Context: an optimization exercise on an open-source flow, tuned for small area. The choices shown serve that exercise and are no tape-out recipe.
Function was checked by simulation only, so behaviour that the tests miss may differ from the original.
No activity file was given, so power comes from the tool's default toggle rates.

$ cat flow/design.v
module bk_add #(parameter N = 32) (
    input  wire [N-1:0] a,
    input  wire [N-1:0] b,
    input  wire         ci,
    output reg  [N-1:0] s,
    output reg          co,
    output reg          pa
);
localparam integer H = (N - 1) / 2;
localparam integer DS = (H >= 64) ? 64 : (H >= 32) ? 32 : (H >= 16) ? 16 : (H >= 8) ? 8 : (H >= 4) ? 4 : (H >= 2) ? 2 : 1;
reg [N-1:0] p, G, P;
integer i, d;
always @(*) begin
    p = a ^ b;
    G = a & b;
    P = p;
    G[0] = G[0] | (p[0] & ci);
    for (d = 1; d < N; d = d * 2)
        for (i = 2 * d - 1; i < N; i = i + 2 * d) begin
            G[i] = G[i] | (P[i] & G[i - d]);
            P[i] = P[i] & P[i - d];
        end
    for (d = DS; d >= 1; d = d / 2)
        for (i = 3 * d - 1; i < N; i = i + 2 * d) begin
            G[i] = G[i] | (P[i] & G[i - d]);
            P[i] = P[i] & P[i - d];
        end
    s[0] = p[0] ^ ci;
    for (i = 1; i < N; i = i + 1)
        s[i] = p[i] ^ G[i - 1];
    co = G[N - 1];
    pa = P[N - 1];
end
endmodule
module rf_aoi222(input a0, input b0, input a1, input b1, input a2, input b2, output y);
assign y = ~((a0 & b0) | (a1 & b1) | (a2 & b2));
endmodule
module rf_nand2(input a, input b, output y);
assign y = ~(a & b);
endmodule
module rf_nand4(input a, input b, input c, input d, output y);
assign y = ~(a & b & c & d);
endmodule
module rf_nand3(input a, input b, input c, output y);
assign y = ~(a & b & c);
endmodule
module rf_ao2111(input a1, input a2, input b, input c, input d, output y);
assign y = (a1 & a2) | b | c | d;
endmodule
module rf_rdbit(input [31:1] d, input [31:1] s, input f, input fs, output y);
wire [10:0] l;
genvar k;
generate
    for (k = 0; k < 10; k = k + 1) begin : g
        rf_aoi222 u(.a0(d[3*k+1]), .b0(s[3*k+1]), .a1(d[3*k+2]), .b1(s[3*k+2]),
                    .a2(d[3*k+3]), .b2(s[3*k+3]), .y(l[k]));
    end
endgenerate
rf_nand2 u10(.a(d[31]), .b(s[31]), .y(l[10]));
wire n0, n1, n2;
rf_nand4 v0(.a(l[0]), .b(l[1]), .c(l[2]), .d(l[3]), .y(n0));
rf_nand4 v1(.a(l[4]), .b(l[5]), .c(l[6]), .d(l[7]), .y(n1));
rf_nand3 v2(.a(l[8]), .b(l[9]), .c(l[10]), .y(n2));
rf_ao2111 w(.a1(f), .a2(fs), .b(n0), .c(n1), .d(n2), .y(y));
endmodule
module sh_mux2i(input a, input b, input s, output y);
assign y = ~(s ? b : a);
endmodule
module shifter(input [31:0] x, input rev, input fill, input [4:0] n, output [31:0] y);
wire [31:0] l0, l1, l2, l3, l4, l5;
wire [63:0] e0 = {{32{~fill}}, l0};
wire [63:0] e1 = {{32{ fill}}, l1};
wire [63:0] e2 = {{32{~fill}}, l2};
wire [63:0] e3 = {{32{ fill}}, l3};
wire [63:0] e4 = {{32{~fill}}, l4};
genvar i;
generate
    for (i = 0; i < 32; i = i + 1) begin : b
        sh_mux2i m0(.a(x[i]),  .b(x[31 - i]),  .s(rev),  .y(l0[i]));
        sh_mux2i m1(.a(e0[i]), .b(e0[i + 1]),  .s(n[0]), .y(l1[i]));
        sh_mux2i m2(.a(e1[i]), .b(e1[i + 2]),  .s(n[1]), .y(l2[i]));
        sh_mux2i m3(.a(e2[i]), .b(e2[i + 4]),  .s(n[2]), .y(l3[i]));
        sh_mux2i m4(.a(e3[i]), .b(e3[i + 8]),  .s(n[3]), .y(l4[i]));
        sh_mux2i m5(.a(e4[i]), .b(e4[i + 16]), .s(n[4]), .y(l5[i]));
    end
endgenerate
assign y = l5;
endmodule
module rf_hold(input en, input d, input nen, input q, output y);
assign y = (en & d) | (nen & q);
endmodule
module riscV(
    input wire clk,
    input wire reset,
    output wire [31:0] imem_addr,
    input wire [31:0] imem_rdata,
    output wire [31:0] dmem_addr,
    output wire [31:0] dmem_wdata,
    output wire [2:0] dmem_size,
    output wire dmem_we,
    output wire dmem_re,
    input wire [31:0] dmem_rdata,
    output wire [18:0] out
);
localparam [3:0] C_NOP   = 4'd0,
                 C_LUI   = 4'd1,
                 C_AUIPC = 4'd2,
                 C_JAL   = 4'd3,
                 C_IA    = 4'd4,
                 C_LD    = 4'd5,
                 C_JALR  = 4'd6,
                 C_R     = 4'd12,
                 C_ST    = 4'd13,
                 C_BR    = 4'd14;
reg [31:1] pc;                   
assign imem_addr = {pc, 1'b0};
reg [3:0] f_cls;
always @(*) begin
    case (imem_rdata[6:0])
    7'b0110011: f_cls = C_R;
    7'b0010011: f_cls = C_IA;
    7'b0000011: f_cls = C_LD;
    7'b0100011: f_cls = C_ST;
    7'b1100011: f_cls = C_BR;
    7'b1101111: f_cls = C_JAL;
    7'b1100111: f_cls = C_JALR;
    7'b0110111: f_cls = C_LUI;
    7'b0010111: f_cls = C_AUIPC;
    default:    f_cls = C_NOP;
    endcase
end
reg [3:0]  d_cls;
reg [31:7] d_ins;
wire d_r    = d_cls == C_R;
wire d_ia   = d_cls == C_IA;
wire d_ld   = d_cls == C_LD;
wire d_st   = d_cls == C_ST;
wire d_br   = d_cls == C_BR;
wire d_jal  = d_cls == C_JAL;
wire d_jalr = d_cls == C_JALR;
wire d_lui  = d_cls == C_LUI;
wire d_aui  = d_cls == C_AUIPC;
wire d_rs1r = d_r | d_ia | d_ld | d_st | d_br | d_jalr;
wire d_rs2r = d_r | d_st | d_br;
wire d_rdEn = d_r | d_ia | d_ld | d_jal | d_jalr | d_lui | d_aui;
reg        e_wen, e_ld, e_st, e_br, e_jalr;
reg        e_rs1r, e_rs2r, e_pxsel, e_immsel, e_arith, e_pred;
reg [31:7] e_ins;
reg [31:1] e_px;
wire       e_redirect;
wire [31:1] e_target;
reg [1:0] bp;                    
wire pred = bp[1];
wire lu = e_ld & e_wen &
          ((d_rs1r & (d_ins[19:15] == e_ins[11:7])) |
           (d_rs2r & (d_ins[24:20] == e_ins[11:7])));
wire d_take = (d_br & pred) | d_jal;
reg [31:1] d_imm;
always @(*) begin
    if (d_jal)
        d_imm = {{12{d_ins[31]}}, d_ins[19:12], d_ins[20], d_ins[30:21]};
    else if (d_aui)
        d_imm = {d_ins[31:12], 11'd0};
    else
        d_imm = {{20{d_ins[31]}}, d_ins[7], d_ins[30:25], d_ins[11:8]};
end
reg [31:1] d_immm;
reg        d_bw;
integer bi;
always @(*) begin
    d_bw = 1'b1;
    d_immm[1] = d_imm[1];
    for (bi = 2; bi < 32; bi = bi + 1) begin
        d_immm[bi] = d_imm[bi] ^ d_bw;
        d_bw = d_bw & ~d_imm[bi];
    end
end
wire [31:1] d_tgt;
wire        d_tgt_co, d_tgt_pa;
bk_add #(31) tgt_add(.a(pc), .b(d_immm), .ci(1'b0), .s(d_tgt), .co(d_tgt_co), .pa(d_tgt_pa));
wire [31:1] d_px = (d_aui | (d_br & ~pred)) ? d_tgt : pc;
wire f_flush = reset | e_redirect | (d_take & ~lu);
wire d_flush = reset | e_redirect | lu;
always @(posedge clk) begin
    if (reset)
        pc <= 31'd0;
    else if (e_redirect)
        pc <= e_target;
    else if (!lu) begin
        if (d_take) pc <= d_tgt;
        else        pc <= pc + 31'd2;
    end
end
always @(posedge clk) begin
    if (f_flush)
        d_cls <= C_NOP;
    else if (!lu)
        d_cls <= f_cls;
    if (!lu)
        d_ins <= imem_rdata[31:7];
end
always @(posedge clk) begin
    if (d_flush) begin
        e_wen  <= 1'b0;
        e_ld   <= 1'b0;
        e_st   <= 1'b0;
        e_br   <= 1'b0;
        e_jalr <= 1'b0;
    end else begin
        e_wen  <= d_rdEn & (d_ins[11:7] != 5'd0);
        e_ld   <= d_ld;
        e_st   <= d_st;
        e_br   <= d_br;
        e_jalr <= d_jalr;
    end
    e_rs1r   <= d_rs1r;
    e_rs2r   <= d_rs2r;
    e_pxsel  <= d_aui | d_jal | d_jalr;
    e_immsel <= d_ia | d_ld | d_st | d_jalr;
    e_arith  <= d_r | d_ia;
    e_pred   <= pred;
    e_ins    <= d_ins;
    e_px     <= d_px;
end
reg  [31:0] m_res;
reg  [4:0]  m_rd;
reg         m_wen;
wire [4:0] e_rs1 = e_ins[19:15];
wire [4:0] e_rs2 = e_ins[24:20];
wire [2:0] e_f3  = e_ins[14:12];
wire [31:0] rfq [0:31];
assign rfq[0] = 32'd0;
wire [31:0] m_wd_r;
genvar gi;
generate
    for (gi = 1; gi < 32; gi = gi + 1) begin : rf
        reg [31:0] q;
        wire en = reset | (m_wen & (m_rd == gi));
        wire nen = ~en;
        wire [31:0] nx;
        genvar gj;
        for (gj = 0; gj < 32; gj = gj + 1) begin : b
            rf_hold h(.en(en), .d(m_wd_r[gj]), .nen(nen), .q(q[gj]), .y(nx[gj]));
        end
        always @(posedge clk)
            q <= nx;
        assign rfq[gi] = q;
    end
endgenerate
wire fwd1 = m_wen & e_rs1r & (m_rd == e_rs1);
wire fwd2 = m_wen & e_rs2r & (m_rd == e_rs2);
wire [31:1] sel1, sel2;
generate
    for (gi = 1; gi < 32; gi = gi + 1) begin : rs
        assign sel1[gi] = e_rs1r & ~fwd1 & (e_rs1 == gi);
        assign sel2[gi] = e_rs2r & ~fwd2 & (e_rs2 == gi);
    end
endgenerate
wire [31:0] opa, opb;
generate
    for (gi = 0; gi < 32; gi = gi + 1) begin : rp
        wire [31:1] col;
        genvar gj;
        for (gj = 1; gj < 32; gj = gj + 1) begin : c
            assign col[gj] = rfq[gj][gi];
        end
        rf_rdbit p1(.d(col), .s(sel1), .f(m_res[gi]), .fs(fwd1), .y(opa[gi]));
        rf_rdbit p2(.d(col), .s(sel2), .f(m_res[gi]), .fs(fwd2), .y(opb[gi]));
    end
endgenerate
wire [31:0] e_imm = {{20{e_ins[31]}}, e_ins[31:25], e_st ? e_ins[11:7] : e_ins[24:20]};
wire [31:0] opb2 = e_immsel ? e_imm : opb;
wire [3:0] fn = e_arith ? {e_ins[30] & (e_rs2r | (e_f3 == 3'b101)), e_f3} : 4'b0000;
wire sub = e_br | (fn == 4'b1000) | (fn == 4'b0010) | (fn == 4'b0011);
wire [32:0] sum;
wire        all_p;
bk_add #(32) alu_add(.a(opa), .b(opb2 ^ {32{sub}}), .ci(sub), .s(sum[31:0]), .co(sum[32]), .pa(all_p));
wire ltu = ~sum[32];
wire lt  = (opa[31] ^ opb2[31]) ? opa[31] : ltu;
wire eq  = all_p;
function [31:0] rev32(input [31:0] x);
    integer k;
    for (k = 0; k < 32; k = k + 1) rev32[k] = x[31 - k];
endfunction
wire shl = fn[2:0] == 3'b001;
wire sh_fill = fn[3] & opa[31];
wire [31:0] sh_r;
shifter sh(.x(opa), .rev(shl), .fill(sh_fill), .n(opb2[4:0]), .y(sh_r));
reg [31:0] alu;
always @(*) begin
    case (fn)
    4'b0000, 4'b1000: alu = sum[31:0];
    4'b0100: alu = opa ^ opb2;
    4'b0110: alu = opa | opb2;
    4'b0111: alu = opa & opb2;
    4'b0001: alu = rev32(sh_r);
    4'b0101, 4'b1101: alu = sh_r;
    4'b0010: alu = {31'd0, lt};
    4'b0011: alu = {31'd0, ltu};
    default: alu = 32'd0;
    endcase
end
wire [31:0] e_res = e_pxsel ? {e_px, 1'b0} : alu;
reg taken;
always @(*) begin
    case (e_f3)
    3'b000: taken = eq;
    3'b001: taken = ~eq;
    3'b100: taken = lt;
    3'b101: taken = ~lt;
    3'b110: taken = ltu;
    3'b111: taken = ~ltu;
    default: taken = 1'b0;
    endcase
end
wire mispred = e_br & (taken != e_pred);
assign e_redirect = mispred | e_jalr;
assign e_target = e_jalr ? sum[31:1] : e_px;
always @(posedge clk) begin
    if (reset)
        bp <= 2'b01;
    else if (e_br)
        case (bp)
        2'b00: bp <= mispred ? 2'b01 : 2'b00;
        2'b01: bp <= mispred ? 2'b10 : 2'b00;
        2'b10: bp <= mispred ? 2'b01 : 2'b11;
        2'b11: bp <= mispred ? 2'b10 : 2'b11;
        endcase
end
reg [31:0] m_wdata;
reg [2:0]  m_f3;
reg        m_we, m_re;
always @(posedge clk) begin
    if (reset) begin
        m_wen <= 1'b0;
        m_we  <= 1'b0;
        m_re  <= 1'b0;
    end else begin
        m_wen <= e_wen;
        m_we  <= e_st;
        m_re  <= e_ld;
    end
    m_res   <= e_res;
    m_wdata <= opb;
    m_f3    <= e_f3;
    m_rd    <= e_ins[11:7];
end
assign dmem_addr  = m_res;
assign dmem_wdata = m_wdata;
assign dmem_size  = m_f3;
assign dmem_we    = m_we;
assign dmem_re    = m_re;
reg [31:0] ld;
always @(*) begin
    case (m_f3)
    3'b000: ld = {{24{dmem_rdata[7]}}, dmem_rdata[7:0]};
    3'b001: ld = {{16{dmem_rdata[15]}}, dmem_rdata[15:0]};
    3'b010: ld = dmem_rdata;
    3'b100: ld = {24'd0, dmem_rdata[7:0]};
    3'b101: ld = {16'd0, dmem_rdata[15:0]};
    default: ld = 32'd0;
    endcase
end
wire m_sel_ld  = m_re & ~reset;
wire m_sel_res = ~m_re & ~reset;
assign m_wd_r = ({32{m_sel_ld}} & ld) | ({32{m_sel_res}} & m_res);
reg [18:0] out_q;
always @(posedge clk) begin
    if (reset) out_q <= 19'd0;
    else       out_q <= rfq[31][18:0];
end
assign out = out_q;
endmodule
$ cat flow/flow/run.sh
#!/bin/bash
# The standard layout (standard.sh, unchanged synthesis), with two changes:
# port buffers are the smallest buffer cell, and the clock tree uses mid-size
# buffers without dummy loads.
set -euo pipefail
export BUFFER_PORTS_ARGS="-buffer_cell sky130_fd_sc_hd__buf_1"
export CTS_ARGS="-sink_clustering_enable -repair_clock_nets -dont_use_dummy_load -buf_list sky130_fd_sc_hd__clkbuf_8"
bash standard.sh > standard.log 2>&1
$ cat flow/standard.sh
#!/bin/bash
# synth_recipe.tcl (not shown) runs the flow's synth.tcl, then flattens the netlist and writes it again
# the make line also repeats each setting of config.mk as NAME=value (left out here)
make -C /OpenROAD-flow-scripts/flow DESIGN_CONFIG=/design/flow/config.mk WORK_HOME=/design/flow/orfs CLKGATE_MAP_FILE= SYNTH_SCRIPT=/design/flow/synth_recipe.tcl "${@:-finish}"
$ cat flow/config.mk
export PLATFORM = sky130hd
export DESIGN_NAME = riscV
export DESIGN_NICKNAME = riscV
export VERILOG_FILES = /design/flow/design.v
export SDC_FILE = /design/flow/constraint.sdc
export NUM_CORES = 4
export LEC_CHECK = 0
export CAP_MARGIN = 20
export CORE_MARGIN = 2
export CORE_UTILIZATION = 50
export PLACE_DENSITY = 0.65
export SLEW_MARGIN = 20
export SYNTH_HIERARCHICAL = 1
$ cat flow/constraint.sdc
create_clock -name core_clock -period 10.0 [get_ports {clk}]
set_input_delay 2.0000 -clock core_clock [delete_from_list [all_inputs] [get_ports {clk}]]
set_output_delay 2.0000 -clock core_clock [all_outputs]
set_load 0.01 [all_outputs]
==> summary.md, run 1 <==
| Metric | Value |
|---|---|
| Power density over the cells | 147.6 nW/um^2 |
| Transition time at the pin with the least slew margin | 1.178 ns |
| Level count of the clock H-tree | 4 |
| Leading cell type in the layout, fill and taps excluded | sky130_fd_sc_hd__dfxtp_1 |
| Setup crit end kind | flip-flop |
| Element type at the critical path start | flip-flop |
| Highest net fanout along the worst path | 14 |
| DRT antenna net count | 0 |
| # placed instances | 6,763 |
| GRT Residual Overflow | 0 |
| Initial Util | 50.47% |
| I/O pin cnt | 186 |
| Iteration-0 DRC count of the detailed router | 13,669 |
| Fill cell count | 9,625 |
| Crit-path max cell delay | 0.56 ns |
| Non-filler cells, final | 6,978 |
| Final Cycle Share | 88.83% |
| TritonCTS clock tree | done |
| Height of the die | 335.7 microns |
| Total track usage | 46.28% |
| Deepest clock path buffer count | 3 |
| Arrival @ worst endpoint | 9.68 ns |
| Leakage component of the power | 23.48 nW |
| Cell type with the highest occurrence count on the critical path | sky130_fd_sc_hd__ha_1 |
| Worst setup path class | flip-flop to flip-flop |
| Area taken by flip-flops and latches | 24,580 sq um |
| Maximum number of pins on one net before global-route repair | 75 |
| Clock network latency to the later pin of the worst-skew pair | 0.93 ns |
| Endpoints failing setup | 0 |
| Kind of cell with the highest combined delay on the critical path | adder cells |
| Cts-stage hold buffer count | 0 |
| WL per Instance | 39.10 microns |
| HPWL after detailed placement | 174.9 mm |
| Horiz. Die Dim | 335.7 microns |
| Drt via density | 7.979 |
| First-pass GRT wire length | 378.7 mm |
| Share of cells above drive strength 1 | 10.06% |
| Clock slew seen by the registers of the worst setup and hold paths | 0.06 ns |
| Maximum vdd ir drop | 0.1134 mV |
| CP max-delay cell | sky130_fd_sc_hd__dfxtp_1 |
| Buffer and inverter count on the worst path | 4 |
| Worst-case headroom to the max-slew limit | 21.47% |
| Peak Freq | 0.1126 GHz |
| Hold WC Path Type | flip-flop to flip-flop |
| Initial antenna violation count | 17 |
| Total iterations of the first detailed-routing run | 17 |
| Final number of max-transition violations | 0 |
| Beginning of the critical path | d_cls[1]$_SDFFE_PP0N_ |
| YS warnings | 9 |
| Root buffer selected by CTS | sky130_fd_sc_hd__clkbuf_8 |
| Count of clock tree sinks | 1,215 |
| Vias in the first global route | 50,684 |
| Area growth from synthesis to layout | 12.24% |
| Routed vias | 55,677 |
| Wirelength, routed | 272.8 mm |
| Time the final worst path needs with I/O delays and setup | 8.883 ns |
| Synthesized instance count | 5,084 |
| Reg-to-Reg Start | d_cls[1]$_SDFFE_PP0N_ |
| Highest-count cells in the layout ignoring fill and taps | 1,188 x sky130_fd_sc_hd__dfxtp_1, 1,028 x sky130_fd_sc_hd__a22o_1, 642 x sky130_fd_sc_hd__a222oi_1, 249 x sky130_fd_sc_hd__nand2_1, 213 x sky130_fd_sc_hd__mux2i_1 |
| Gp weighted congestion | 1.050 |
| Number of I/O port buffers | 184 |
| Residual DRC | 0 |
| Max cap viols | 0 |
| Worst clock skew on the final layout | 0.1048 ns |
| Area of the placeable core | 109,000 sq um |
| Startpoint of the most critical hold path | d_ins[10]$_DFFE_PN_ |
| Final-report hold violation count | 0 |
| # Post-CTS Setup Buffers | 0 |
| Accumulated negative setup slack | 0 ns |
| Cell row count | 121 |
| Required @ worst endpoint | 10.80 ns |
| Average footprint of a synthesized cell | 10.82 sq um |
| Number of nets at the end of the flow | 5,803 |
| Post-synthesis instance area | 55,010 sq um |
| Unrepaired setup endpoints after global routing | false |
| Die Area | 112,700 sq um |
| Total clock buffers created by CTS | 199 |
| CTS-repair resized insts | 0 |
| Area of the multi-input gates | 29,720 sq um |
| Status | timing/DRC/antenna clean |
power by group:
| group | switching (mW) | total (mW) | internal, mW |
|---|---|---|---|
| Clock | 1.88 | 3.62 | 1.74 |
| Sequential | 0.0741 | 5.00 | 4.92 |
| Combinational | 0.391 | 0.502 | 0.111 |
| Total | 2.34 | 9.11 | 6.77 |
metal layers:
| layer | track usage [%] | vias up | share of wire (%) |
|---|---|---|---|
| li1 | - | 22437 | - |
| met5 | 0 | - | 0.038 |
| met1 | 59.48 | 26879 | 37 |
| met3 | 20.15 | 1112 | 17 |
| met2 | 63.25 | 5235 | 39 |
| met4 | 28.30 | 14 | 7.5 |
cell type report:
cell class              instances  share of cell area, %
diodes                         16                0.06484
clock buffers                 199                  4.436
repair buffers                374                  3.435
flip-flops and latches       1215                  39.80
inverters                     209                  1.271
multi-input cells            3551                  48.13
well taps                    1414                  2.865
final timing paths:
kind,slack [ns],cells after the start,end
worst max-delay path,1.12,44,pc[31]$_SDFFE_PP0P_
worst min-delay path,0.42,0,e_ins[10]$_DFF_P_
worst max register to register,1.12,44,pc[31]$_SDFFE_PP0P_
worst min register to register,0.42,0,e_ins[10]$_DFF_P_
sequential cells by signal, indices dropped and copies added (netlist names), 5 cells and up, named ones only:
| signal | count |
|---|---|
| d_ins | 25 |
| e_ins | 25 |
| e_px | 31 |
| m_rd | 5 |
| m_res | 32 |
| m_wdata | 32 |
| out_q | 19 |
| pc | 31 |
| rf.q | 992 |
per-stage QoR:
step	util, %	power (mW)	worst slack [ns]	hold slack [ns]	instance area (sq um)
after floorplan	-	5.299	1.847	0.3258	55020
after global placement	54.10	5.557	1.217	0.3950	58970
after detailed placement	54.10	5.560	1.175	0.4045	58970
after CTS	56.61	9.059	1.143	0.4185	61710
after global routing	56.61	9.299	0.6518	0.4310	61710
final	56.64	9.114	1.117	0.4190	61750
==> run 2, diff against run 1 <==
--- a/flow/design.v
+++ b/flow/design.v
@@ -32,6 +32,22 @@
     pa = P[N - 1];
 end
 endmodule
+module alu_bit(
+    input a, input b, input sum, input shr, input shl, input px,
+    input S1, input S2, input ssum, input ssr, input ssl, input spx,
+    output y
+);
+wire t1, t2;
+alu_ha h(.a(a), .b(b), .c(t1), .s(t2));
+wire l0, l1;
+rf_aoi222 u0(.a0(t1), .b0(S1), .a1(t2), .b1(S2), .a2(sum), .b2(ssum), .y(l0));
+rf_aoi222 u1(.a0(shr), .b0(ssr), .a1(shl), .b1(ssl), .a2(px), .b2(spx), .y(l1));
+rf_nand2 n(.a(l0), .b(l1), .y(y));
+endmodule
+module alu_ha(input a, input b, output c, output s);
+assign c = a & b;
+assign s = a ^ b;
+endmodule
 module rf_aoi222(input a0, input b0, input a1, input b1, input a2, input b2, output y);
 assign y = ~((a0 & b0) | (a1 & b1) | (a2 & b2));
 endmodule
@@ -112,6 +128,7 @@
                  C_R     = 4'd12,
                  C_ST    = 4'd13,
                  C_BR    = 4'd14;
+genvar gi;
 reg [31:1] pc;                   
 assign imem_addr = {pc, 1'b0};
 reg [3:0] f_cls;
@@ -191,13 +208,18 @@
         else        pc <= pc + 31'd2;
     end
 end
+wire [31:7] d_ins_nx;
+generate
+    for (gi = 7; gi < 32; gi = gi + 1) begin : dh
+        rf_hold h(.en(~lu), .d(imem_rdata[gi]), .nen(lu), .q(d_ins[gi]), .y(d_ins_nx[gi]));
+    end
+endgenerate
 always @(posedge clk) begin
     if (f_flush)
         d_cls <= C_NOP;
     else if (!lu)
         d_cls <= f_cls;
-    if (!lu)
-        d_ins <= imem_rdata[31:7];
+    d_ins <= d_ins_nx;
 end
 always @(posedge clk) begin
     if (d_flush) begin
@@ -231,7 +253,6 @@
 wire [31:0] rfq [0:31];
 assign rfq[0] = 32'd0;
 wire [31:0] m_wd_r;
-genvar gi;
 generate
     for (gi = 1; gi < 32; gi = gi + 1) begin : rf
         reg [31:0] q;
@@ -278,29 +299,27 @@
 wire ltu = ~sum[32];
 wire lt  = (opa[31] ^ opb2[31]) ? opa[31] : ltu;
 wire eq  = all_p;
-function [31:0] rev32(input [31:0] x);
-    integer k;
-    for (k = 0; k < 32; k = k + 1) rev32[k] = x[31 - k];
-endfunction
 wire shl = fn[2:0] == 3'b001;
 wire sh_fill = fn[3] & opa[31];
 wire [31:0] sh_r;
 shifter sh(.x(opa), .rev(shl), .fill(sh_fill), .n(opb2[4:0]), .y(sh_r));
-reg [31:0] alu;
-always @(*) begin
-    case (fn)
-    4'b0000, 4'b1000: alu = sum[31:0];
-    4'b0100: alu = opa ^ opb2;
-    4'b0110: alu = opa | opb2;
-    4'b0111: alu = opa & opb2;
-    4'b0001: alu = rev32(sh_r);
-    4'b0101, 4'b1101: alu = sh_r;
-    4'b0010: alu = {31'd0, lt};
-    4'b0011: alu = {31'd0, ltu};
-    default: alu = 32'd0;
-    endcase
-end
-wire [31:0] e_res = e_pxsel ? {e_px, 1'b0} : alu;
+wire r_sum  = ~e_pxsel & ((fn == 4'b0000) | (fn == 4'b1000));
+wire r_s1   = ~e_pxsel & ((fn == 4'b0111) | (fn == 4'b0110));
+wire r_s2   = ~e_pxsel & ((fn == 4'b0110) | (fn == 4'b0100));
+wire r_sr   = ~e_pxsel & ((fn == 4'b0101) | (fn == 4'b1101));
+wire r_sl   = ~e_pxsel & (fn == 4'b0001);
+wire r_slt  = ~e_pxsel & (fn == 4'b0010);
+wire r_sltu = ~e_pxsel & (fn == 4'b0011);
+wire [31:0] e_px32 = {e_px, 1'b0};
+wire [31:0] e_res0;
+generate
+    for (gi = 0; gi < 32; gi = gi + 1) begin : rb
+        alu_bit u(.a(opa[gi]), .b(opb2[gi]), .sum(sum[gi]), .shr(sh_r[gi]), .shl(sh_r[31 - gi]),
+                  .px(e_px32[gi]), .S1(r_s1), .S2(r_s2), .ssum(r_sum), .ssr(r_sr), .ssl(r_sl),
+                  .spx(e_pxsel), .y(e_res0[gi]));
+    end
+endgenerate
+wire [31:0] e_res = {e_res0[31:1], e_res0[0] | (r_slt & lt) | (r_sltu & ltu)};
 reg taken;
 always @(*) begin
     case (e_f3)
@@ -350,20 +369,17 @@
 assign dmem_size  = m_f3;
 assign dmem_we    = m_we;
 assign dmem_re    = m_re;
-reg [31:0] ld;
-always @(*) begin
-    case (m_f3)
-    3'b000: ld = {{24{dmem_rdata[7]}}, dmem_rdata[7:0]};
-    3'b001: ld = {{16{dmem_rdata[15]}}, dmem_rdata[15:0]};
-    3'b010: ld = dmem_rdata;
-    3'b100: ld = {24'd0, dmem_rdata[7:0]};
-    3'b101: ld = {16'd0, dmem_rdata[15:0]};
-    default: ld = 32'd0;
-    endcase
-end
-wire m_sel_ld  = m_re & ~reset;
-wire m_sel_res = ~m_re & ~reset;
-assign m_wd_r = ({32{m_sel_ld}} & ld) | ({32{m_sel_res}} & m_res);
+wire m_ld  = m_re & ~reset;
+wire w_res = ~m_re & ~reset;
+wire w_b0  = m_ld & ((m_f3 == 3'b000) | (m_f3 == 3'b001) | (m_f3 == 3'b010) |
+                     (m_f3 == 3'b100) | (m_f3 == 3'b101));      
+wire w_b1  = m_ld & ((m_f3 == 3'b001) | (m_f3 == 3'b010) | (m_f3 == 3'b101));  
+wire w_b2  = m_ld & (m_f3 == 3'b010);                           
+wire w_s7  = m_ld & (m_f3 == 3'b000) & dmem_rdata[7];           
+wire w_s15 = m_ld & (m_f3 == 3'b001) & dmem_rdata[15];          
+assign m_wd_r[7:0]   = ({8{w_b0}} & dmem_rdata[7:0]) | ({8{w_res}} & m_res[7:0]);
+assign m_wd_r[15:8]  = ({8{w_b1}} & dmem_rdata[15:8]) | {8{w_s7}} | ({8{w_res}} & m_res[15:8]);
+assign m_wd_r[31:16] = ({16{w_b2}} & dmem_rdata[31:16]) | {16{w_s7 | w_s15}} | ({16{w_res}} & m_res[31:16]);
 reg [18:0] out_q;
 always @(posedge clk) begin
     if (reset) out_q <= 19'd0;
==> flow/flow/run.sh (replaced) <==
#!/bin/bash
# The standard layout (standard.sh, unchanged synthesis), with two changes:
# port buffers are the smallest buffer cell, and the clock tree uses clkbuf_8
# in clusters of at most 16 sinks within 60 um, without dummy loads.
set -euo pipefail
export BUFFER_PORTS_ARGS="-buffer_cell sky130_fd_sc_hd__buf_1"
export CTS_ARGS="-sink_clustering_enable -repair_clock_nets -dont_use_dummy_load -buf_list sky130_fd_sc_hd__clkbuf_8 -sink_clustering_size 16 -sink_clustering_max_diameter 60"
bash standard.sh > standard.log 2>&1
==> run 2 against run 1 <==
Against the previous run: cell count decreased by 5.2%; clock power decreased by 28%; core utilization decreased by 1.4 points; still clean on timing, DRC and antenna; clock-buffer cell count decreased by 92; routed wire length decreased by 11%; final area decreased by 4.5%; non-clock buffer count decreased by 24; critical endpoint unchanged; synthesized cell count decreased by 5.0%; combinational power decreased by 8.8%.
==> summary.md, run 2 <==
| Metric | Value |
|---|---|
| Average footprint of a synthesized cell | 11.11 sq um (+2.7%) |
| Initial Util | 50.28% (-0.19 points) |
| Residual DRC | 0 (unchanged) |
| Reg-to-Reg Start | d_cls[1]$_SDFFE_PP0N_ |
| Setup crit end kind | flip-flop |
| DRT antenna net count | 0 (unchanged) |
| Highest-count cells in the layout ignoring fill and taps | 1,213 x sky130_fd_sc_hd__dfxtp_1, 1,024 x sky130_fd_sc_hd__a22o_1, 704 x sky130_fd_sc_hd__a222oi_1, 198 x sky130_fd_sc_hd__mux2i_1, 196 x sky130_fd_sc_hd__nand2_1 |
| Accumulated negative setup slack | 0 ns (unchanged) |
| Area taken by flip-flops and latches | 24,330 sq um (-1.0%) |
| Total clock buffers created by CTS | 107 (-46%) |
| Share of cells above drive strength 1 | 8.585% (-1.5 points) |
| YS warnings | 9 (unchanged) |
| Total iterations of the first detailed-routing run | 17 (unchanged) |
| Worst clock skew on the final layout | 0.1558 ns (+0.05102 ns) |
| Gp weighted congestion | 0.9933 (-5.4%) |
| Power density over the cells | 136.2 nW/um^2 (-7.7%) |
| Number of I/O port buffers | 184 (unchanged) |
| GR Layer Usage met1 | 55.42% (-4.1 points) |
| Synthesized instance count | 4,832 (-5.0%) |
| Unrepaired setup endpoints after global routing | false |
| Hold WC Path Type | flip-flop to flip-flop |
| Post-synthesis instance area | 53,670 sq um (-2.4%) |
| # Post-CTS Setup Buffers | 0 (unchanged) |
| Reg with most FFs | rf.q |
| Non-Filler Cell Area, Final | 58,990 sq um (-4.5%) |
| Met3 track demand over resource | 11.52% (-8.6 points) |
| Max FFs per register | 992 (unchanged) |
| Count of clock tree sinks | 1,215 (unchanged) |
| CP max-delay cell | sky130_fd_sc_hd__dfxtp_1 |
| Arrival @ worst endpoint | 9.33 ns (-0.35 ns) |
| Maximum vdd ir drop | 0.1022 mV (-9.9%) |
| Transition time at the pin with the least slew margin | 1.338 ns (+0.1602 ns) |
| Status | timing/DRC/antenna clean |
| Highest net fanout along the worst path | 13 (-1) |
| Area of the multi-input gates | 28,860 sq um (-2.9%) |
| Busiest layer in global routing | met2 |
| Final-report hold violation count | 0 (unchanged) |
| Horiz. Die Dim | 331.6 microns (-1.2%) |
| CTS-repair resized insts | 0 (unchanged) |
| Clock network latency to the later pin of the worst-skew pair | 0.89 ns (-0.04 ns) |
| Area growth from synthesis to layout | 9.903% |
| I/O pin cnt | 186 (unchanged) |
| Total track usage | 41.84% (-4.4 points) |
| Worst setup path class | flip-flop to flip-flop |
| HPWL after detailed placement | 155.6 mm (-11%) |
| Peak Freq | 0.1159 GHz (+3.0%) |
| Fill cell count | 9,332 (-3.0%) |
| Endpoints failing setup | 0 (unchanged) |
| Routed vias | 52,243 (-6.2%) |
| Util after Layout | 55.26% (-1.4 points) |
| Startpoint of the most critical hold path | d_ins[8]$_DFF_P_ |
| Crit-path max cell delay | 0.58 ns (+0.02 ns) |
| Placed Area | 57,460 sq um (-2.6%) |
| Beginning of the critical path | d_cls[1]$_SDFFE_PP0N_ |
| Cts-stage hold buffer count | 0 (unchanged) |
| Die Area | 110,000 sq um (-2.4%) |
| Height of the die | 331.6 microns (-1.2%) |
| Wirelength, routed | 243.7 mm (-11%) |
| Final Cycle Share | 86.26% (-2.6 points) |
| GRT Residual Overflow | 0 (unchanged) |
| Number of nets at the end of the flow | 5,430 (-6.4%) |
| Cell type with the highest occurrence count on the critical path | sky130_fd_sc_hd__ha_1 |
| Element type at the critical path start | flip-flop |
| Largest regs | rf.q x992, m_res x32, m_wdata x32 |
| Time the final worst path needs with I/O delays and setup | 8.626 ns (-0.2571 ns) |
| Max cap viols | 0 (unchanged) |
| Level count of the clock H-tree | 3 (-1) |
| Leading cell type in the layout, fill and taps excluded | sky130_fd_sc_hd__dfxtp_1 |
| Final number of max-transition violations | 0 (unchanged) |
| TritonCTS clock tree | done |
| Iteration-0 DRC count of the detailed router | 11,993 (-12%) |
| Clock slew seen by the registers of the worst setup and hold paths | 0.10 ns (+0.04 ns) |
| Area of the placeable core | 106,800 sq um (-2.1%) |
| WL per Instance | 36.85 microns (-5.7%) |
| Leakage component of the power | 22.02 nW (-6.2%) |
| Initial antenna violation count | 13 (-4) |
| Deepest clock path buffer count | 3 (unchanged) |
| Met2 layer usage reported by global route | 59.98% (-3.3 points) |
| Required @ worst endpoint | 10.70 ns (-0.10 ns) |
| Cell row count | 120 (-0.83%) |
| Vias in the first global route | 46,987 (-7.3%) |
| First-pass GRT wire length | 343.2 mm (-9.4%) |
| Root buffer selected by CTS | sky130_fd_sc_hd__clkbuf_8 |
| Maximum number of pins on one net before global-route repair | 72 (-4.0%) |
| Drt via density | 7.901 (-0.97%) |
| Worst-case headroom to the max-slew limit | 10.58% (-11 points) |
==> run 2: through the flow <==
step / worst slack, ns / power, mW / cells / hold WS (ns)
after global routing: 0.8110 / 8.212 / 6611 / 0.3880
final: 1.374 / 8.035 / 6612 / 0.3785
after CTS: 1.366 / 8.006 / 6608 / 0.3857
after global placement: 1.401 / 5.517 / 6501 / 0.3863
after floorplan: 1.463 / 5.284 / 4834 / 0.3258
after detailed placement: 1.406 / 5.522 / 6501 / 0.3898
==> run 2: area by class of cell <==
| cell class | instances | area share [%] |
|---|---|---|
| diodes | 2 | 0.008484 |
| well taps | 1403 | 2.976 |
| inverters | 160 | 1.018 |
| flip-flops and latches | 1215 | 41.24 |
| multi-input cells | 3375 | 48.92 |
| clock buffers | 107 | 2.497 |
| repair buffers | 350 | 3.345 |
==> run 2: power by group <==
part / switching [mW] / internal, mW
combinational: 0.346 / 0.111
sequential: 0.0785 / 4.90
clock: 1.65 / 0.948
==> run 2: worst paths after layout <==
path	endpoint	slack, ns	cells after the start
max	pc[31]$_SDFFE_PP0P_	1.37	45
min	e_ins[8]$_DFF_P_	0.38	0
max reg2reg	pc[31]$_SDFFE_PP0P_	1.37	45
min reg2reg	e_ins[8]$_DFF_P_	0.38	0
==> run 2: critical path, delay by kind of cell (launching register included) <==
family,cells,cell delay [ns]
and+or+nand+nor,4,0.49
buffers and inverters,4,0.45
AOI/OAI and AO/OA,7,1.14
DFF,1,0.58
adders and majority gates,30,5.89
==> run 2: layer usage <==
layer,vias to the layer above,share of wire (%),routed length (microns)
met3,718,14,33450
li1,21625,-,-
met4,14,7.8,19000
met1,25541,38,91510
met5,-,0.077,188
met2,4345,41,99530
==> run 3, diff against run 2 <==
==> flow/config.mk (replaced) <==
export PLATFORM = sky130hd
export DESIGN_NAME = riscV
export DESIGN_NICKNAME = riscV
export VERILOG_FILES = /design/flow/design.v
export SDC_FILE = /design/flow/constraint.sdc
export NUM_CORES = 4
export LEC_CHECK = 0
export CAP_MARGIN = 10
export CORE_MARGIN = 2
export CORE_UTILIZATION = 65
export PLACE_DENSITY = 0.8
export SLEW_MARGIN = 10
export SYNTH_HIERARCHICAL = 1
==> run 3 against run 2 <==
Against the previous run: critical path type unchanged; non-clock buffer count grew 8; die area fell by 23%; flip-flop and latch count did not move; synthesized cell count did not move; still clean on timing, DRC and antenna.
==> summary.md, run 3 <==
| Metric | Value |
|---|---|
| Status | timing/DRC/antenna clean |
| Height of the die | 291.4 microns (-12%) |
| Area of the placeable core | 81,980 sq um (-23%) |
| YS warnings | 9 (unchanged) |
| DRT antenna net count | 0 (unchanged) |
| GRT Residual Overflow | 0 (unchanged) |
| Capture point of the worst reg-to-reg path | pc[31]$_SDFFE_PP0P_ |
| Reg-to-Reg Start | d_cls[1]$_SDFFE_PP0N_ |
| Clock network latency to the later pin of the worst-skew pair | 0.81 ns (-0.08 ns) |
| Worst clock skew on the final layout | 0.1191 ns (-0.03676 ns) |
| Met1 Wirelength | 81.88 mm (-11%) |
| Arrival @ worst endpoint | 9.33 ns (about the same) |
| Maximum number of pins on one net before global-route repair | 78 (+8.3%) |
| Share of cells above drive strength 1 | 8.651% (+0.066 points) |
| Residual DRC | 0 (unchanged) |
| WL per Instance | 38.39 microns (+4.2%) |
| Drt via density | 8.635 (+9.3%) |
| Maximum vdd ir drop | 0.1191 mV (+16%) |
| Worst-case headroom to the max-slew limit | 15.67% (+5.1 points) |
| Average footprint of a synthesized cell | 11.11 sq um (unchanged) |
| Total clock buffers created by CTS | 94 (-12%) |
| Wirelength, routed | 241.0 mm (-1.1%) |
| Leading cell type in the layout, fill and taps excluded | sky130_fd_sc_hd__dfxtp_1 |
| Die Area | 84,890 sq um (-23%) |
| Setup crit end kind | flip-flop |
| Highest-count cells in the layout ignoring fill and taps | 1,213 x sky130_fd_sc_hd__dfxtp_1, 1,021 x sky130_fd_sc_hd__a22o_1, 704 x sky130_fd_sc_hd__a222oi_1, 198 x sky130_fd_sc_hd__mux2i_1, 196 x sky130_fd_sc_hd__nand2_1 |
| Iteration-0 DRC count of the detailed router | 14,862 (+24%) |
| Vias in the first global route | 49,301 (+4.9%) |
| Detailed-routed wire length on met3 | 43.43 mm (+30%) |
| Largest regs | rf.q x992, m_res x32, m_wdata x32 |
| Util after Layout | 71.14% (+16 points) |
| Total track usage | 53.66% (+12 points) |
| Element type at the critical path start | flip-flop |
| Startpoint of the most critical hold path | d_ins[11]$_DFF_P_ |
| Hold path endpoint | e_ins[11]$_DFF_P_ |
| Post-synthesis instance area | 53,670 sq um (unchanged) |
| # Post-CTS Setup Buffers | 0 (unchanged) |
| Highest metal layer with signal wires | met5 |
| Synthesized instance count | 4,832 (unchanged) |
| Endpoints failing setup | 0 (unchanged) |
| Routed vias | 54,209 (+3.8%) |
| Level count of the clock H-tree | 3 (unchanged) |
| Fill cell count | 6,120 (-34%) |
| Total met2 wirelength after detailed routing | 93.39 mm (-6.2%) |
| Required @ worst endpoint | 10.64 ns (-0.06 ns) |
| First-pass GRT wire length | 340.9 mm (-0.66%) |
| Area growth from synthesis to layout | 8.651% |
| Worst setup path class | flip-flop to flip-flop |
| Max cap viols | 0 (unchanged) |
| CTS-repair resized insts | 0 (unchanged) |
| Final number of max-transition violations | 0 (unchanged) |
| Max FFs per register | 992 (unchanged) |
| TritonCTS clock tree | done |
| Root buffer selected by CTS | sky130_fd_sc_hd__clkbuf_8 |
| Initial antenna violation count | 6 (-7) |
| Cts-stage hold buffer count | 0 (unchanged) |
| Count of cells along the worst register-to-register path | 45 (unchanged) |
| Highest net fanout along the worst path | 13 (unchanged) |
| Time the final worst path needs with I/O delays and setup | 8.686 ns (+0.06063 ns) |
| Final-report hold violation count | 0 (unchanged) |
| Post-route worst hold slack | 0.4199 ns (+0.04140 ns) |
| Peak Freq | 0.1151 GHz (-0.70%) |
| Initial Util | 65.47% (+15 points) |
| Gp weighted congestion | 1.063 (+7.0%) |
| Deepest clock path buffer count | 3 (unchanged) |
| HPWL after detailed placement | 155.3 mm (-0.20%) |
| I/O pin cnt | 186 (unchanged) |
| Number of I/O port buffers | 184 (unchanged) |
| Cell row count | 105 (-13%) |
| Hold WC Path Type | flip-flop to flip-flop |
| CP max-delay cell | sky130_fd_sc_hd__dfxtp_1 |
| Cell type with the highest occurrence count on the critical path | sky130_fd_sc_hd__ha_1 |
| Unrepaired setup endpoints after global routing | false |
| Power density over the cells | 134.6 nW/um^2 (-1.2%) |
| Crit-path max cell delay | 0.61 ns (+0.03 ns) |
| Transition time at the pin with the least slew margin | 1.264 ns (-0.07466 ns) |
| Count of clock tree sinks | 1,215 (unchanged) |
| Clock slew seen by the registers of the worst setup and hold paths | 0.10 ns (about the same) |
| Horiz. Die Dim | 291.4 microns (-12%) |
| Total iterations of the first detailed-routing run | 22 (+5) |
| Number of instances on the worst hold path | 0 (unchanged) |
| Accumulated negative setup slack | 0 ns (unchanged) |
| Reg with most FFs | rf.q |
| Number of nets at the end of the flow | 5,425 (-0.092%) |
| R2r setup slk | 1.31 ns (-0.06 ns) |
| Final Cycle Share | 86.86% (+0.61 points) |
| Leakage component of the power | 21.95 nW (-0.31%) |
==> run 3: worst max path at each step <==
stage                                     start                   to
final                     d_cls[1]$_SDFFE_PP0N_  pc[31]$_SDFFE_PP0P_
after detailed placement  d_cls[1]$_SDFFE_PP0N_  pc[31]$_SDFFE_PP0P_
after global placement    d_cls[1]$_SDFFE_PP0N_  pc[31]$_SDFFE_PP0P_
after CTS                 d_cls[1]$_SDFFE_PP0N_  pc[31]$_SDFFE_PP0P_
after global routing      d_cls[1]$_SDFFE_PP0N_  pc[31]$_SDFFE_PP0P_
after floorplan                 m_rd[0]$_DFF_P_   pc[1]$_SDFFE_PP0P_
==> run 3: per-stage QoR <==
step	cells	cell area [sq um]	power [mW]	setup slack, ns
3_5_place_dp	6178	57010	5.503	1.406
4_1_cts	6272	58300	7.772	1.350
3_3_place_gp	6178	57010	5.493	1.407
2_1_floorplan	4834	53680	5.284	1.463
6_report	6278	58320	7.852	1.314
5_1_grt	6274	58310	7.989	0.8553
==> run 3: power by group <==
part           internal [mW]  total (mW)  switching (mW)
combinational          0.110       0.453           0.343
sequential              4.90        4.98          0.0802
clock                  0.840        2.42            1.58
total                   5.85        7.85            2.00
==> run 3: area by class of cell <==
cell class | count | area (sq um) | share of cell area [%]
Multi-Input combinational cell | 3375 | 28740 | 49.29
Sequential cell | 1215 | 24330 | 41.71
Timing Repair Buffer | 358 | 2001 | 3.431
Tap cell | 1070 | 1339 | 2.296
Clock buffer | 94 | 1294 | 2.219
Inverter | 160 | 600.6 | 1.030
Antenna cell | 6 | 15.01 | 0.02575
==> run 3: critical path, delay by kind of cell (launching register included) <==
| kind | cells | cell delay [ns] |
|---|---|---|
| buffers and inverters | 4 | 0.46 |
| flip-flops | 1 | 0.61 |
| AO/OA/AOI/OAI | 7 | 1.12 |
| adder cells (fa/ha/maj) | 30 | 5.95 |
| AND/OR/NAND/NOR | 4 | 0.47 |
==> run 3: metal layers <==
layer / global-route usage, % / up-vias
met5: 0.9075 / -
met4: 37.54 / 8
met3: 23.28 / 1270
met2: 73.67 / 5655
met1: 67.15 / 25673
li1: - / 21603
==> run 4, diff against run 3 <==
--- a/flow/config.mk
+++ b/flow/config.mk
@@ -7,7 +7,7 @@
 export LEC_CHECK = 0
 export CAP_MARGIN = 10
 export CORE_MARGIN = 2
-export CORE_UTILIZATION = 65
-export PLACE_DENSITY = 0.8
+export CORE_UTILIZATION = 60
+export PLACE_DENSITY = 0.75
 export SLEW_MARGIN = 10
 export SYNTH_HIERARCHICAL = 1
==> run 4 against run 3 <==
Against the previous run: via count down 2.0%; critical path type unchanged; critical endpoint unchanged; highest routed layer unchanged; register-to-register slack worse by 0.03 ns; first-iteration DRC count down 8.2%; final area is 0.24% higher.
==> summary.md, run 4 <==
| Metric | Value |
|---|---|
| Clock network latency to the later pin of the worst-skew pair | 0.84 ns (+0.03 ns) |
| Highest net fanout along the worst path | 13 (unchanged) |
| TritonCTS clock tree | done |
| Highest-count cells in the layout ignoring fill and taps | 1,213 x sky130_fd_sc_hd__dfxtp_1, 1,023 x sky130_fd_sc_hd__a22o_1, 704 x sky130_fd_sc_hd__a222oi_1, 198 x sky130_fd_sc_hd__mux2i_1, 196 x sky130_fd_sc_hd__nand2_1 |
| Leading cell type in the layout, fill and taps excluded | sky130_fd_sc_hd__dfxtp_1 |
| Capture point of the worst reg-to-reg path | pc[31]$_SDFFE_PP0P_ |
| Synthesized instance count | 4,832 (unchanged) |
| Arrival @ worst endpoint | 9.43 ns (+0.10 ns) |
| Final Cycle Share | 87.19% (+0.32 points) |
| Cts-stage hold buffer count | 0 (unchanged) |
| # Post-CTS Setup Buffers | 0 (unchanged) |
| Cell row count | 109 (+3.8%) |
| Hold WC Path Type | flip-flop to flip-flop |
| Accumulated negative setup slack | 0 ns (unchanged) |
| Post-route worst hold slack | 0.4162 ns (-0.003687 ns) |
| Worst-case headroom to the max-slew limit | 10.56% (-5.1 points) |
| Deepest clock path buffer count | 3 (unchanged) |
| Power density over the cells | 134.9 nW/um^2 (+0.17%) |
| Clock slew seen by the registers of the worst setup and hold paths | 0.11 ns (about the same) |
| Number of I/O port buffers | 184 (unchanged) |
| Total track usage | 50.35% (-3.3 points) |
| Required @ worst endpoint | 10.71 ns (+0.07 ns) |
| Area of the placeable core | 88,510 sq um (+8.0%) |
| Routed vias | 53,119 (-2.0%) |
| Level count of the clock H-tree | 3 (unchanged) |
| Non-Filler Cell Area, Final | 58,460 sq um (+0.24%) |
| Transition time at the pin with the least slew margin | 1.338 ns (+0.07495 ns) |
| Final-report hold violation count | 0 (unchanged) |
| Fill cell count | 7,104 (+16%) |
| WL per Instance | 37.98 microns (-1.1%) |
| First-pass GRT wire length | 341.6 mm (+0.18%) |
| Max FFs per register | 992 (unchanged) |
| Count of cells along the worst register-to-register path | 45 (unchanged) |
| YS warnings | 9 (unchanged) |
| Share of cells above drive strength 1 | 8.617% (-0.033 points) |
| Height of the die | 303.1 microns (+4.0%) |
| Status | timing/DRC/antenna clean |
| CP Capture Point | pc[31]$_SDFFE_PP0P_ |
| Startpoint of the most critical hold path | d_ins[26]$_DFF_P_ |
| DRT antenna net count | 0 (unchanged) |
| Initial antenna violation count | 14 (+8) |
| Setup crit end kind | flip-flop |
| Total power after layout | 7.884 mW (+0.41%) |
| Die Area | 91,860 sq um (+8.2%) |
| Leakage component of the power | 21.93 nW (about the same) |
| Time the final worst path needs with I/O delays and setup | 8.719 ns (+0.03230 ns) |
| Horiz. Die Dim | 303.1 microns (+4.0%) |
| Root buffer selected by CTS | sky130_fd_sc_hd__clkbuf_8 |
| Iteration-0 DRC count of the detailed router | 13,647 (-8.2%) |
| Max cap viols | 0 (unchanged) |
| Worst setup path class | flip-flop to flip-flop |
| Element type at the critical path start | flip-flop |
| Wirelength, routed | 242.0 mm (+0.39%) |
| Largest regs | rf.q x992, m_res x32, m_wdata x32 |
| I/O pin cnt | 186 (unchanged) |
| Maximum vdd ir drop | 0.1036 mV (-13%) |
| Vias in the first global route | 48,324 (-2.0%) |
| CTS-repair resized insts | 0 (unchanged) |
| Gp weighted congestion | 1.087 (+2.3%) |
| Reg-to-Reg Start | d_cls[1]$_SDFFE_PP0N_ |
| Reg with most FFs | rf.q |
| Placed Area | 57,120 sq um (+0.19%) |
| Total iterations of the first detailed-routing run | 22 (unchanged) |
| Post-synthesis instance area | 53,670 sq um (unchanged) |
| Drt via density | 8.339 (-3.4%) |
| Area growth from synthesis to layout | 8.912% |
| Count of clock tree sinks | 1,215 (unchanged) |
| CP max-delay cell | sky130_fd_sc_hd__dfxtp_1 |
| Kind of cell with the highest combined delay on the critical path | adder cells |
| Endpoints failing setup | 0 (unchanged) |
| Number of nets at the end of the flow | 5,422 (-0.055%) |
| GRT Residual Overflow | 0 (unchanged) |
| Cell type with the highest occurrence count on the critical path | sky130_fd_sc_hd__ha_1 |
| Average footprint of a synthesized cell | 11.11 sq um (unchanged) |
| R2r setup slk | 1.28 ns (-0.03 ns) |
| Initial Util | 60.64% (-4.8 points) |
| Peak Freq | 0.1147 GHz (-0.37%) |
| Buffer and inverter count on the worst path | 4 (unchanged) |
| Maximum number of pins on one net before global-route repair | 78 (unchanged) |
| Residual DRC | 0 (unchanged) |
| Final number of max-transition violations | 0 (unchanged) |
| Crit-path max cell delay | 0.58 ns (-0.03 ns) |
| Beginning of the critical path | d_cls[1]$_SDFFE_PP0N_ |
| Instance count on the critical path | 45 (unchanged) |
| Worst clock skew on the final layout | 0.09066 ns (-0.02840 ns) |
| Total clock buffers created by CTS | 96 (+2.1%) |
| Unrepaired setup endpoints after global routing | false |
| HPWL after detailed placement | 157.6 mm (+1.5%) |
[run 4: how the worst min path moves through the flow]
stage | to | slack [ns] | cells after the start
after CTS | e_ins[14]$_DFF_P_ | 0.42 | 0
after global routing | e_ins[14]$_DFF_P_ | 0.41 | 0
after detailed placement | e_ins[26]$_DFF_P_ | 0.41 | 0
final | e_ins[26]$_DFF_P_ | 0.42 | 0
after floorplan | m_f3[0]$_DFF_P_ | 0.33 | 0
after global placement | e_ins[25]$_DFF_P_ | 0.41 | 0
[run 4: through the flow]
step | utilization (%) | instances | setup slack [ns]
after floorplan | - | 4834 | 1.463
after global placement | 64.53 | 6268 | 1.435
after detailed placement | 64.53 | 6268 | 1.342
after CTS | 66.02 | 6364 | 1.322
after global routing | 66.03 | 6366 | 0.5896
final | 66.04 | 6370 | 1.281
[run 4: final cells by class]
class	instances	area, sq um	area share (%)
Sequential cell	1215	24330	41.61
Inverter	160	600.6	1.027
Tap cell	1165	1458	2.494
Timing Repair Buffer	353	1963	3.358
Antenna cell	6	15.01	0.02568
Multi-Input combinational cell	3375	28770	49.22
Clock buffer	96	1321	2.260
[run 4: worst register-to-register path: cells and delay by family (launching register included)]
kind	cells	cell delay [ns]
adders and majority gates	30	5.98
and+or+nand+nor	4	0.48
AOI/OAI and AO/OA	7	1.16
DFF	1	0.58
buffers and inverters	4	0.46
[run 4: per-layer routing]
metal	part of all wire [%]	global-route usage (%)
met1	35	63.97
met2	39	70.19
met3	17	22.09
met4	7.6	29.83
met5	0.14	2.174
[run 4: power by group]
part / switching [mW] / internal, mW
Combinational: 0.335 / 0.110
Clock: 1.60 / 0.857
Sequential: 0.0804 / 4.90
Total: 2.02 / 5.86
==> run 5, diff against run 4 <==
==> flow/flow/run.sh (replaced) <==
#!/bin/bash
# The standard layout (standard.sh, unchanged synthesis), with two changes:
# port buffers are the smallest buffer cell, and the clock tree uses clkbuf_8
# in clusters of at most 18 sinks within 60 um, without dummy loads.
set -euo pipefail
export BUFFER_PORTS_ARGS="-buffer_cell sky130_fd_sc_hd__buf_1"
export CTS_ARGS="-sink_clustering_enable -repair_clock_nets -dont_use_dummy_load -buf_list sky130_fd_sc_hd__clkbuf_8 -sink_clustering_size 18 -sink_clustering_max_diameter 60"
bash standard.sh > standard.log 2>&1
==> run 5 against run 4 <==
Against the previous run: global-route usage barely moved; maximum frequency about the same; flip-flop and latch count is the same; final area is 0.11% lower; synthesized cell count did not move; routed wire length is essentially flat; setup slack gained 0.0047 ns; highest routed layer unchanged; register-to-register slack barely moved; clock skew rose by 0.034 ns; still clean; cell count barely moved.
==> summary.md, run 5 <==
| Metric | Value |
|---|---|
| Count of clock tree sinks | 1,215 (unchanged) |
| Total clock buffers created by CTS | 91 (-5.2%) |
| Required @ worst endpoint | 10.70 ns (about the same) |
| Clock slew seen by the registers of the worst setup and hold paths | 0.10 ns (about the same) |
| Final Cycle Share | 87.14% (about the same) |
| TritonCTS clock tree | done |
| Setup crit end kind | flip-flop |
| Post-synthesis instance area | 53,670 sq um (unchanged) |
| CP Capture Point | pc[31]$_SDFFE_PP0P_ |
| Reg with most FFs | rf.q |
| Number of nets at the end of the flow | 5,417 (-0.092%) |
| HPWL after detailed placement | 157.6 mm (unchanged) |
| DRT antenna net count | 0 (unchanged) |
| Hold WC Path Type | flip-flop to flip-flop |
| YS warnings | 9 (unchanged) |
| Total track usage | 50.38% (about the same) |
| I/O pin cnt | 186 (unchanged) |
| Gp weighted congestion | 1.087 (unchanged) |
| Count of cells along the worst register-to-register path | 45 (unchanged) |
| Time the final worst path needs with I/O delays and setup | 8.714 ns (-0.004740 ns) |
| Share of cells above drive strength 1 | 8.529% (-0.088 points) |
| Status | timing/DRC/antenna clean |
| Highest-count cells in the layout ignoring fill and taps | 1,213 x sky130_fd_sc_hd__dfxtp_1, 1,023 x sky130_fd_sc_hd__a22o_1, 704 x sky130_fd_sc_hd__a222oi_1, 198 x sky130_fd_sc_hd__mux2i_1, 196 x sky130_fd_sc_hd__nand2_1 |
| Clock network latency to the later pin of the worst-skew pair | 0.84 ns (about the same) |
| First-pass GRT wire length | 341.5 mm (about the same) |
| Horiz. Die Dim | 303.1 microns (unchanged) |
| Worst setup path class | flip-flop to flip-flop |
| WL per Instance | 38.04 microns (+0.14%) |
| Unrepaired setup endpoints after global routing | false |
| Level count of the clock H-tree | 3 (unchanged) |
| Initial Util | 60.64% (unchanged) |
| Vias in the first global route | 48,240 (-0.17%) |
| Leakage component of the power | 21.90 nW (-0.16%) |
| Max FFs per register | 992 (unchanged) |
| Final-report hold violation count | 0 (unchanged) |
| # Post-CTS Setup Buffers | 0 (unchanged) |
| Worst clock skew on the final layout | 0.1243 ns (+0.03360 ns) |
| Max cap viols | 0 (unchanged) |
| Area of the placeable core | 88,510 sq um (unchanged) |
| Drt via density | 8.367 (+0.33%) |
| Endpoints failing setup | 0 (unchanged) |
| Cts-stage hold buffer count | 0 (unchanged) |
| Iteration-0 DRC count of the detailed router | 13,349 (-2.2%) |
| CTS-repair resized insts | 0 (unchanged) |
| R2r setup slk | 1.29 ns (about the same) |
| Number of I/O port buffers | 184 (unchanged) |
| Reg-to-Reg Start | d_cls[1]$_SDFFE_PP0N_ |
| Initial antenna violation count | 16 (+2) |
| Fill cell count | 7,130 (+0.37%) |
| Non-filler cells, final | 6,367 (-0.047%) |
| Area growth from synthesis to layout | 8.793% |
| Capture point of the worst reg-to-reg path | pc[31]$_SDFFE_PP0P_ |
| Synthesized instance count | 4,832 (unchanged) |
| Final number of max-transition violations | 0 (unchanged) |
| Residual DRC | 0 (unchanged) |
| GRT Residual Overflow | 0 (unchanged) |
| Total iterations of the first detailed-routing run | 17 (-23%) |
| Highest net fanout along the worst path | 13 (unchanged) |
| Power density over the cells | 134.3 nW/um^2 (-0.43%) |
| CP max-delay cell | sky130_fd_sc_hd__dfxtp_1 |
| Maximum vdd ir drop | 0.1051 mV (+1.5%) |
| Beginning of the critical path | d_cls[1]$_SDFFE_PP0N_ |
| Accumulated negative setup slack | 0 ns (unchanged) |
| Crit-path max cell delay | 0.58 ns (about the same) |
| # placed instances | 6,268 (unchanged) |
| Leading cell type in the layout, fill and taps excluded | sky130_fd_sc_hd__dfxtp_1 |
| Wirelength, routed | 242.2 mm (about the same) |
| Average footprint of a synthesized cell | 11.11 sq um (unchanged) |
| Area of the multi-input gates | 28,770 sq um (unchanged) |
| Height of the die | 303.1 microns (unchanged) |
| Element type at the critical path start | flip-flop |
| Largest regs | rf.q x992, m_res x32, m_wdata x32 |
| Transition time at the pin with the least slew margin | 1.340 ns (+0.001414 ns) |
| Cell type with the highest occurrence count on the critical path | sky130_fd_sc_hd__ha_1 |
| Maximum number of pins on one net before global-route repair | 78 (unchanged) |
| Area taken by flip-flops and latches | 24,330 sq um (unchanged) |
| Peak Freq | 0.1148 GHz (about the same) |
| Die Area | 91,860 sq um (unchanged) |
| Worst-case headroom to the max-slew limit | 10.46% (-0.094 points) |
| Arrival @ worst endpoint | 9.42 ns (about the same) |
| Routed vias | 53,270 (+0.28%) |
| Root buffer selected by CTS | sky130_fd_sc_hd__clkbuf_8 |
| Deepest clock path buffer count | 3 (unchanged) |
| Cell row count | 109 (unchanged) |
[run 5: cell count changes in the layout (fill, tap and decap cells not counted)]
cell,change
sky130_fd_sc_hd__clkbuf_8,-5
sky130_fd_sc_hd__diode_2,+2
[run 5: layout make-up]
cell class / instances / share of cell area, %
multi-input cells: 3375 / 49.27
flip-flops and latches: 1215 / 41.66
repair buffers: 353 / 3.362
well taps: 1165 / 2.496
clock buffers: 91 / 2.145
inverters: 160 / 1.029
diodes: 8 / 0.03428
[run 5: worst max-delay path: cells and delay by family, from the launching register on]
kind	cells	cell delay (ns)
buffers and inverters	4	0.45
AND/OR/NAND/NOR	4	0.46
adder cells (fa/ha/maj)	30	5.96
flip-flops	1	0.58
AO/OA/AOI/OAI	7	1.16
[run 5: report_power, final]
group	leakage [nW]	internal (mW)	switching (mW)	total (mW)
Combinational	11.4	0.110	0.336	0.447
Clock	0.654	0.814	1.60	2.42
Sequential	9.82	4.90	0.0809	4.98
Total	21.9	5.82	2.02	7.84
[run 5: metrics by stage]
stage	power, mW	setup WS, ns	cell area, sq um	hold WS [ns]	util, %
final	7.842	1.286	58390	0.4173	65.97
after global routing	7.976	0.5843	58370	0.4118	65.95
after CTS	7.764	1.327	58370	0.4200	65.95
after floorplan	5.284	1.463	53680	0.3258	-
after global placement	5.497	1.435	57120	0.4072	64.53
after detailed placement	5.504	1.342	57120	0.4108	64.53
[run 5: how the worst min path moves through the flow]
stage                                 start           endpoint  slack (ns)  cells after the start
after floorplan           e_ins[12]$_DFF_P_    m_f3[0]$_DFF_P_        0.33                      0
after global placement    d_ins[25]$_DFF_P_  e_ins[25]$_DFF_P_        0.41                      0
after detailed placement  d_ins[26]$_DFF_P_  e_ins[26]$_DFF_P_        0.41                      0
after CTS                 d_ins[14]$_DFF_P_  e_ins[14]$_DFF_P_        0.42                      0
after global routing      d_ins[14]$_DFF_P_  e_ins[14]$_DFF_P_        0.41                      0
final                     d_ins[25]$_DFF_P_  e_ins[25]$_DFF_P_        0.42                      0
[run 5: layer usage]
layer | vias up | global-route usage [%] | share of wire, %
met2 | 4985 | 70.53 | 40
met4 | 16 | 29.45 | 7.5
met5 | - | 0.9834 | 0.090
met3 | 975 | 23.17 | 18
met1 | 25696 | 63.35 | 35
li1 | 21598 | - | -

-- static timing again, ports no longer ideal --
How much do the figures lean on ideal ports? The routed layouts below were timed once more, with nothing changed but the port constraints.
Step 1, drivers: a clkbuf_16 drives clk and a buf_2 each remaining input, both assumed.
Step 2 adds t to the input delays and takes it off the output delays; t is the mean of the earliest and latest rising clock arrival at the registers after step 1. Input paths then give back, and output paths get back, about the clock's delay inside the block.
a / b / c = ideal ports / drivers / drivers and shift; a / b = the first two.
| run | shift t [ns] | setup WS [ns] | worst setup path after step 2 | cell pins on the clock port's net |
|---|---|---|---|---|
| run 1 | 0.966 | 1.117 / 1.117 / 1.117 | register to register | 1 |
| run 2 | 0.890 | 1.374 / 1.374 / 1.374 | register to register | 1 |
| run 3 | 0.824 | 1.314 / 1.314 / 1.314 | register to register | 1 |
| run 4 | 0.867 | 1.281 / 1.281 / 1.281 | register to register | 1 |
| run 5 | 0.854 | 1.286 / 1.286 / 1.286 | register to register | 1 |
After both steps setup and hold are still met in every run listed.
